What follows belongs to an exercise in optimizing a design on an open flow for small area, a short achievable clock period and few clock cycles; a production flow would make more cautious choices.
Where RTL was checked, it was by simulation tests only, not by an equivalence proof against the original.
Power figures rest on the tool's default switching activity, not on a simulated workload.

sierra:
## hsid_main
module hsid_main #(
    parameter WORD_WIDTH = 32,
    parameter DATA_WIDTH = 16,
    parameter DATA_WIDTH_MUL = 32,
    parameter DATA_WIDTH_ACC = 40,
    parameter BUFFER_WIDTH = 2,
    parameter HSP_BANDS_WIDTH = 7,
    parameter HSP_LIBRARY_WIDTH = 6
  ) (
    input logic clk,
    input logic rst_n,
    input logic clear,
    input logic band_data_in_valid,
    input logic [WORD_WIDTH-1:0] band_data_in,
    input logic [HSP_LIBRARY_WIDTH-1:0] hsp_library_size_in,
    input logic [HSP_BANDS_WIDTH-1:0] hsp_bands_in,
    output logic [HSP_LIBRARY_WIDTH-1:0] mse_min_ref,
    output logic [HSP_LIBRARY_WIDTH-1:0] mse_max_ref,
    output logic [WORD_WIDTH-1:0] mse_min_value,
    output logic [WORD_WIDTH-1:0] mse_max_value,
    input logic start,
    output logic done,
    output logic idle,
    output logic ready,
    output logic error,
    output logic cancelled
  );
Size: about 5400 cells after synthesis, roughly 2500 flip-flops, about 130 I/O pins, ~75000 um^2 of cells after synthesis.
export LEC_CHECK = 0
export ABC_CLOCK_PERIOD_IN_PS = 2500
export CAP_MARGIN = 20
export CORE_MARGIN = 2
export CORE_UTILIZATION = 60
export SLEW_MARGIN = 20
create_clock -name core_clock -period 10.0 [get_ports {clk}]
standard.sh (not shown) runs the stock make flow with config.mk's settings and CLKGATE_MAP_FILE= SYNTH_SCRIPT=/design/flow/synth_recipe.tcl, a recipe that flattens the netlist after the stock synthesis.
==> flow/flow/run.sh <==
#!/bin/bash
# The standard layout, with timing repair aimed at a shorter period than the
# 10 ns constraint (setup margin), faster port buffers, and free gate sizing.
set -o pipefail
bash standard.sh SETUP_SLACK_MARGIN=6.0 MATCH_CELL_FOOTPRINT=0 \
  "BUFFER_PORTS_ARGS=-buffer_cell sky130_fd_sc_hd__buf_4" finish > flow.log 2>&1
sierra was carried through to the last stage, and its layout satisfied the timing, design-rule and antenna checks.
Testbench counts of sierra, summed over its fixed seeds: cycles 85,157.
Input changes introduced in onyx (baseline for comparison: sierra):
Settings: SETUP_SLACK_MARGIN: unset -> 5.
==> flow/run.sh (new file) <==
#!/bin/bash
# synth_recipe.tcl (not shown) runs the flow's synth.tcl, then flattens the netlist and writes it again
# the make line also repeats each setting of config.mk as NAME=value (left out here)
make -C /OpenROAD-flow-scripts/flow DESIGN_CONFIG=/design/flow/config.mk WORK_HOME=/design/flow/orfs CLKGATE_MAP_FILE= SYNTH_SCRIPT=/design/flow/synth_recipe.tcl finish
removed: flow/flow/run.sh
removed: flow/standard.sh
==> notes.md <==
- onyx went all the way through the flow, and no timing, DRC or antenna check failed.
- Compared sierra against onyx; design area within noise.
- Looking at onyx and sierra, the filler-free cell count of the finished design is a wash.
- The count of plain and timing-repair buffers in the layout in onyx is 0.899 times that in sierra.
- Post-route total power: onyx vs sierra up about 0.9%
- [compare] base=sierra new=onyx: met1 track utilization from global routing went down by 0.49 points; number of enable-type register cells in the synthesized netlist was more or less identical; number of placed cells counting well taps was more or less identical; layout overhead on the synthesized area went up by 0.27 points; die area was more or less identical.
What raven does differently from onyx at the input level:
Settings: SETUP_SLACK_MARGIN: 5 -> unset.
==> flow/flow/run.sh (new file) <==
#!/bin/bash
# The standard layout, with timing repair aimed at a shorter period than the
# 10 ns constraint (setup margin), faster port buffers, and free gate sizing.
set -o pipefail
bash standard.sh SETUP_SLACK_MARGIN=6.5 MATCH_CELL_FOOTPRINT=0 \
  "BUFFER_PORTS_ARGS=-buffer_cell sky130_fd_sc_hd__buf_4" finish > flow.log 2>&1
==> flow/standard.sh (new file) <==
#!/bin/bash
# synth_recipe.tcl (not shown) runs the flow's synth.tcl, then flattens the netlist and writes it again
# the make line also repeats each setting of config.mk as NAME=value (left out here)
make -C /OpenROAD-flow-scripts/flow DESIGN_CONFIG=/design/flow/config.mk WORK_HOME=/design/flow/orfs CLKGATE_MAP_FILE= SYNTH_SCRIPT=/design/flow/synth_recipe.tcl "${@:-finish}"
removed: flow/run.sh
==> comparison <==
Relative to onyx, the setup slack of raven is higher by 550 ps. In raven the via count turned out 167 higher than in onyx. The number of cell instances on the worst register-to-register path in raven was higher than what onyx gave. In the metrics for onyx and raven, the one carrying the lower clock skew is onyx. raven: power 73 uW below onyx. When raven is set beside onyx, its post-route core utilization turns out to be 0.35 points larger.

========
## run A
Another version of the RTL of hsid_main (not shown whole).
Size in the first run: about 5,100 cells after synthesis, about 130 I/O pins, ~0.074 mm2 of cells after synthesis.
==> flow/config.mk <==
export PLATFORM = sky130hd
export DESIGN_NAME = hsid_main
export DESIGN_NICKNAME = hsid_main
export VERILOG_FILES = /design/flow/design.v
export SDC_FILE = /design/flow/constraint.sdc
export NUM_CORES = 4
export LEC_CHECK = 0
export ABC_CLOCK_PERIOD_IN_PS = 2500
export CAP_MARGIN = 20
export CORE_MARGIN = 2
export CORE_UTILIZATION = 70
export CTS_CLUSTER_DIAMETER = 100
export CTS_CLUSTER_SIZE = 30
export SLEW_MARGIN = 20
==> flow/constraint.sdc <==
create_clock -name core_clock -period 10.0 [get_ports {clk}]
set_input_delay 2.0000 -clock core_clock [delete_from_list [all_inputs] [get_ports {clk}]]
set_output_delay 2.0000 -clock core_clock [all_outputs]
set_load 0.01 [all_outputs]
==> flow/flow/run.sh <==
#!/bin/bash
# The standard layout, with timing repair aimed at a shorter period than the
# 10 ns constraint (setup margin), faster port buffers and free gate sizing.
# Between synthesis and floorplan, inverters around full adders are reduced
# (flow/bubble.py); the result is checked for equivalence with Yosys and
# dropped if the check fails.
set -o pipefail
ARGS=(SETUP_SLACK_MARGIN=6.9 MATCH_CELL_FOOTPRINT=0 "BUFFER_PORTS_ARGS=-buffer_cell sky130_fd_sc_hd__buf_2")
bash standard.sh "${ARGS[@]}" synth > synth.log 2>&1 || exit 1
R=orfs/results/sky130hd/hsid_main/base
mkdir -p bub
cp $R/1_synth.odb bub/1_synth_std.odb
( cd bub
  ODB_IN=1_synth_std.odb DUMP_OUT=dump.txt openroad -no_init -exit ../flow/dump.tcl > dump.log 2>&1 &&
  python3 ../flow/bubble.py dump.txt edits.tcl > bubble.log 2>&1 &&
  ODB_IN=1_synth_std.odb EDITS=edits.tcl ODB_OUT=1_synth_bub.odb V_OUT=gate_raw.v \
    openroad -no_init -exit ../flow/apply.tcl > apply.log 2>&1 &&
  ODB_IN=1_synth_std.odb openroad -no_init -exit <(echo 'read_db $::env(ODB_IN); write_verilog gold_raw.v') > gold.log 2>&1 &&
  sed 's/^module hsid_main/module gold/' gold_raw.v > gold.v &&
  sed 's/^module hsid_main/module gate/' gate_raw.v > gate.v &&
  timeout 1200 yosys -q ../flow/eq.ys > eq.log 2>&1 && echo EQUIV_OK >> eq.log
) 
if grep -q EQUIV_OK bub/eq.log 2>/dev/null; then
  cp bub/1_synth_bub.odb $R/1_synth.odb
  echo "bubble: applied" > bub/result.log
else
  echo "bubble: not applied" > bub/result.log
fi
touch $R/1_synth.odb; touch $R/1_synth.sdc
bash standard.sh "${ARGS[@]}" finish > flow.log 2>&1
Other scripts of this flow, unchanged in this note and not shown: flow/flow/apply.tcl, flow/flow/bubble.py, flow/flow/dump.tcl, flow/flow/eq.ys
The flow did not stop early for run A: all stages ran, and the layout cleared the timing, design-rule and antenna checks.
Testbench counts of run A, summed over its fixed seeds: cycles 85,157.
Modified inputs, run B compared to run A
-- flow/flow/run.sh --
<<< run A, line 8
ARGS=(SETUP_SLACK_MARGIN=6.9 MATCH_CELL_FOOTPRINT=0 "BUFFER_PORTS_ARGS=-buffer_cell sky130_fd_sc_hd__buf_2")
>>> run B, line 8
ARGS=(SETUP_SLACK_MARGIN=7.0 MATCH_CELL_FOOTPRINT=0 "BUFFER_PORTS_ARGS=-buffer_cell sky130_fd_sc_hd__buf_2")
Findings:
- From run A to run B the numbers moved as follows: transition time at the pin with the least slew margin moved down; wire length rose 0.53%; number of clock buffers in the layout decreased by 1 relative to the old numbers.
- Run comparison: run B launching element of the worst setup path mse_max_value[29]$_DFFE_PP_; run A launching element of the worst setup path busy_q$_DFF_PN0_
- Run B: clock skew lower than run A
- Going from run A to run B, final worst-path cycle share decreased by 0.25 points relative to the old numbers, combined area of the multi-input logic cells increased by about 0.4% relative to the old numbers, power closely matched the old numbers.
- Between run A and run B, achievable frequency increased.
- Run B vs. run A: cell area ~0 delta; final number of hold-violating endpoints ~0 delta; data arrival time at the worst-slack endpoint -30 ps.
Modified inputs, run C compared to run B
-- flow/flow/run.sh --
<<< run B, line 8
ARGS=(SETUP_SLACK_MARGIN=7.0 MATCH_CELL_FOOTPRINT=0 "BUFFER_PORTS_ARGS=-buffer_cell sky130_fd_sc_hd__buf_2")
>>> run C, line 8
ARGS=(SETUP_SLACK_MARGIN=6.8 MATCH_CELL_FOOTPRINT=0 "BUFFER_PORTS_ARGS=-buffer_cell sky130_fd_sc_hd__buf_2")
Findings:
The higher worst hold margin of run B and run C is in run B. Clock transition at the register clock pins on the worst setup and hold paths after CTS of run B is on par with run C. As of run C, via count of the first global-routing pass had fallen slightly compared to run B. Taking run B as the reference, in run C longest individual stage delay on the worst path saw little to no change, total power saw little to no change, power per cell area saw little to no change. Compared with run B, in run C worst setup slack after layout moved down; count of plain and timing-repair buffers shows a reduction of about 2%.
For run D, these inputs were changed with respect to run C:
-- flow/flow/run.sh --
<<< run C, line 8
ARGS=(SETUP_SLACK_MARGIN=6.8 MATCH_CELL_FOOTPRINT=0 "BUFFER_PORTS_ARGS=-buffer_cell sky130_fd_sc_hd__buf_2")
>>> run D, line 8
ARGS=(SETUP_SLACK_MARGIN=7.3 MATCH_CELL_FOOTPRINT=0 "BUFFER_PORTS_ARGS=-buffer_cell sky130_fd_sc_hd__buf_2")
## What came out
The first-pass GRT wire length in run D was higher than what run C gave.
Any difference in well-tap cell count between run D and run C is small enough to ignore.
Run D -> run C: multi-input logic cell count delta 0, exact match
Count of clock-buffer cells in the layout: run D vs run C down about 1.9%
Cmp run C and run D / worst setup slack / higher: run D
Run D reports its cell at the slowest stage of the critical path as edfxtp_1 while run C reports dfrtp_1.
Compared with run C, run D shows a higher core utilization of the finished layout.
Summary: with run C as the reference, total power in run D moved up slightly.
Against run C, register-to-register slack in run D came out better.
When the final numbers for run C and run D were put side by side, the hold slack turned out to be smaller in run C.
Run comparison: run C capture point of the worst path idle; run D capture point of the worst path mse_max_value[24]

========
== v21 ==
Another version of the RTL of hsid_main (not shown whole).
Size in the first run: about 2500 flip-flops, roughly 130 I/O pins, roughly 0.074 mm2 of cells after synthesis.
Settings: LEC_CHECK=0, ABC_CLOCK_PERIOD_IN_PS=2500, CAP_MARGIN=20, CORE_MARGIN=2, CORE_UTILIZATION=60, CTS_CLUSTER_DIAMETER=100, CTS_CLUSTER_SIZE=24, SLEW_MARGIN=20; clock period 10.0 ns.
==> flow/flow/run.sh <==
#!/bin/bash
# The standard layout, with timing repair aimed at a shorter period than the
# 10 ns constraint (setup margin), faster port buffers, and free gate sizing.
set -o pipefail
bash standard.sh SETUP_SLACK_MARGIN=6.8 MATCH_CELL_FOOTPRINT=0 \
  "BUFFER_PORTS_ARGS=-buffer_cell sky130_fd_sc_hd__buf_4" finish > flow.log 2>&1
### v21 -> v30
- CTS_CLUSTER_SIZE: 24 -> 30
Results
v30: all stages complete, timing, DRC and antenna checks passed. | post-route clock period utilization | v30 vs v21 | ≈ equal |. Compared with v21, in v30 met1 usage in global routing moved down; via total after detailed routing dropped 0.56%. Cmp v21 and v30 / total met2 wirelength after detailed routing / lower: v30. v21 -> v30: gate count after technology mapping delta 0, exact match. Looking at clock network power, v30 sits 7.2% below v21. Wire length ended up about 0.9% lower on v30 than on v21.
No run of this note included a check of the RTL's function; only the layout flow was run.

========
== fjord ==
RTL: one of the versions met above, not the one the previous note started from.
For scale: roughly 5,100 cells after synthesis, about 74,000 µm² of cells after synthesis.
export LEC_CHECK = 0
export ABC_CLOCK_PERIOD_IN_PS = 5000
export CAP_MARGIN = 20
export CORE_MARGIN = 2
export CORE_UTILIZATION = 70
export CTS_CLUSTER_DIAMETER = 100
export CTS_CLUSTER_SIZE = 30
export SLEW_MARGIN = 20
create_clock -name core_clock -period 10.0 [get_ports {clk}]
==> flow/flow/run.sh <==
#!/bin/bash
# The standard layout, with timing repair aimed at a shorter period than the
# 10 ns constraint (setup margin), faster port buffers and free gate sizing.
# Between synthesis and floorplan, inverters around full adders are reduced
# (flow/bubble.py); the result is checked for equivalence with Yosys and
# dropped if the check fails.
set -o pipefail
ARGS=(SETUP_SLACK_MARGIN=7.0 MATCH_CELL_FOOTPRINT=0 "BUFFER_PORTS_ARGS=-buffer_cell sky130_fd_sc_hd__buf_2")
bash standard.sh "${ARGS[@]}" synth > synth.log 2>&1 || exit 1
R=orfs/results/sky130hd/hsid_main/base
mkdir -p bub
cp $R/1_synth.odb bub/1_synth_std.odb
( cd bub
  ODB_IN=1_synth_std.odb DUMP_OUT=dump.txt openroad -no_init -exit ../flow/dump.tcl > dump.log 2>&1 &&
  python3 ../flow/bubble.py dump.txt edits.tcl > bubble.log 2>&1 &&
  ODB_IN=1_synth_std.odb EDITS=edits.tcl ODB_OUT=1_synth_bub.odb V_OUT=gate_raw.v \
    openroad -no_init -exit ../flow/apply.tcl > apply.log 2>&1 &&
  ODB_IN=1_synth_std.odb openroad -no_init -exit <(echo 'read_db $::env(ODB_IN); write_verilog gold_raw.v') > gold.log 2>&1 &&
  sed 's/^module hsid_main/module gold/' gold_raw.v > gold.v &&
  sed 's/^module hsid_main/module gate/' gate_raw.v > gate.v &&
  timeout 1200 yosys -q ../flow/eq.ys > eq.log 2>&1 && echo EQUIV_OK >> eq.log
) 
if grep -q EQUIV_OK bub/eq.log 2>/dev/null; then
  cp bub/1_synth_bub.odb $R/1_synth.odb
  echo "bubble: applied" > bub/result.log
else
  echo "bubble: not applied" > bub/result.log
fi
touch $R/1_synth.odb; touch $R/1_synth.sdc
bash standard.sh "${ARGS[@]}" finish > flow.log 2>&1
Other scripts of this flow, unchanged in this note and not shown: flow/flow/apply.tcl, flow/flow/bubble.py, flow/flow/dump.tcl, flow/flow/eq.ys
fjord: PASS, flow complete, no timing, DRC or antenna violations
Testbench counts of fjord, summed over its fixed seeds: cycles 85,157.
Modified inputs, amber compared to fjord
diff --git a/flow/config.mk b/flow/config.mk
--- a/flow/config.mk
+++ b/flow/config.mk
@@ -6,8 +6,8 @@
 export NUM_CORES = 4
 export LEC_CHECK = 0
-export ABC_CLOCK_PERIOD_IN_PS = 5000
+export ABC_CLOCK_PERIOD_IN_PS = 2500
 export CAP_MARGIN = 20
 export CORE_MARGIN = 2
-export CORE_UTILIZATION = 70
+export CORE_UTILIZATION = 65
 export CTS_CLUSTER_DIAMETER = 100
 export CTS_CLUSTER_SIZE = 30
==> comparison <==
- Timing, DRC, antenna: 0 failures across fjord and amber
- Delay of the slowest cell on the worst path ended up 0.03 ns higher on amber than on fjord.
- For the met1 capacity usage during global routing, amber came in 3.0 points lower than fjord did.
- Diff fjord -> amber: final-layout fill cell count higher, final cell count without fillers higher.
Changes in willow relative to amber:
diff --git a/flow/config.mk b/flow/config.mk
--- a/flow/config.mk
+++ b/flow/config.mk
@@ -6,8 +6,8 @@
 export NUM_CORES = 4
 export LEC_CHECK = 0
-export ABC_CLOCK_PERIOD_IN_PS = 2500
+export ABC_CLOCK_PERIOD_IN_PS = 3500
 export CAP_MARGIN = 20
 export CORE_MARGIN = 2
-export CORE_UTILIZATION = 65
+export CORE_UTILIZATION = 70
 export CTS_CLUSTER_DIAMETER = 100
 export CTS_CLUSTER_SIZE = 30
## What came out
Compared with amber, willow shows routed metal-1 wirelength lower by 1100 µm.
Changes observed in willow relative to amber: routed wire length has increased, width of the die shows a reduction of 3.6%, layout buffering overhead excluding clock cells went down 0.25 points.

==> separate check: timing with driven ports <==
The results above use ideal ports. As a check the final layouts listed here were re-extracted and re-timed, cells and wires unchanged. Step 1 assumes that a clkbuf_16 drives the clock port and a buf_2 every other input. Step 2 also shifts input and output timing later by t, the mid clock arrival at the registers, as if the neighbouring blocks saw the same clock. Three values: ideal, step 1, step 2; two values: the first two.
| run | shift t [ns] | slack for setup (ns) | slew at the worst register clock pin (ns) | worst slew at a driven data input, ns | pins driven straight from the clock port |
|---|---|---|---|---|---|
| sierra | 0.854 | 6.074 / 6.074 / 5.602 | 0.07 / 0.07 | 0.04 | 1 |
| onyx | 0.883 | 5.535 / 5.535 / 5.241 | 0.07 / 0.07 | 0.05 | 1 |
| raven | 0.869 | 6.087 / 6.087 / 5.838 | 0.07 / 0.07 | 0.19 | 1 |
| run A | 0.779 | 6.623 / 6.548 / 6.344 | 0.12 / 0.12 | 0.08 | 1 |
| run B | 0.777 | 6.648 / 6.575 / 6.477 | 0.12 / 0.12 | 0.09 | 1 |
| run C | 0.778 | 6.626 / 6.550 / 6.339 | 0.12 / 0.12 | 0.08 | 1 |
| run D | 0.772 | 6.655 / 6.582 / 6.632 | 0.12 / 0.12 | 0.08 | 1 |
| v21 | 0.815 | 6.155 / 6.182 / 5.367 | 0.10 / 0.10 | 0.13 | 1 |
| v30 | 0.802 | 6.140 / 6.171 / 5.368 | 0.12 / 0.12 | 0.13 | 1 |
| fjord | 0.777 | 6.648 / 6.575 / 6.477 | 0.12 / 0.12 | 0.09 | 1 |
| amber | 0.786 | 6.632 / 6.556 / 6.388 | 0.12 / 0.12 | 0.15 | 1 |
| willow | 0.777 | 6.648 / 6.575 / 6.477 | 0.12 / 0.12 | 0.09 | 1 |
After both steps every run listed still meets setup and hold. For v21, which loses most, drivers alone change the setup slack by +0.027 ns; drivers and shift together by -0.788 ns.
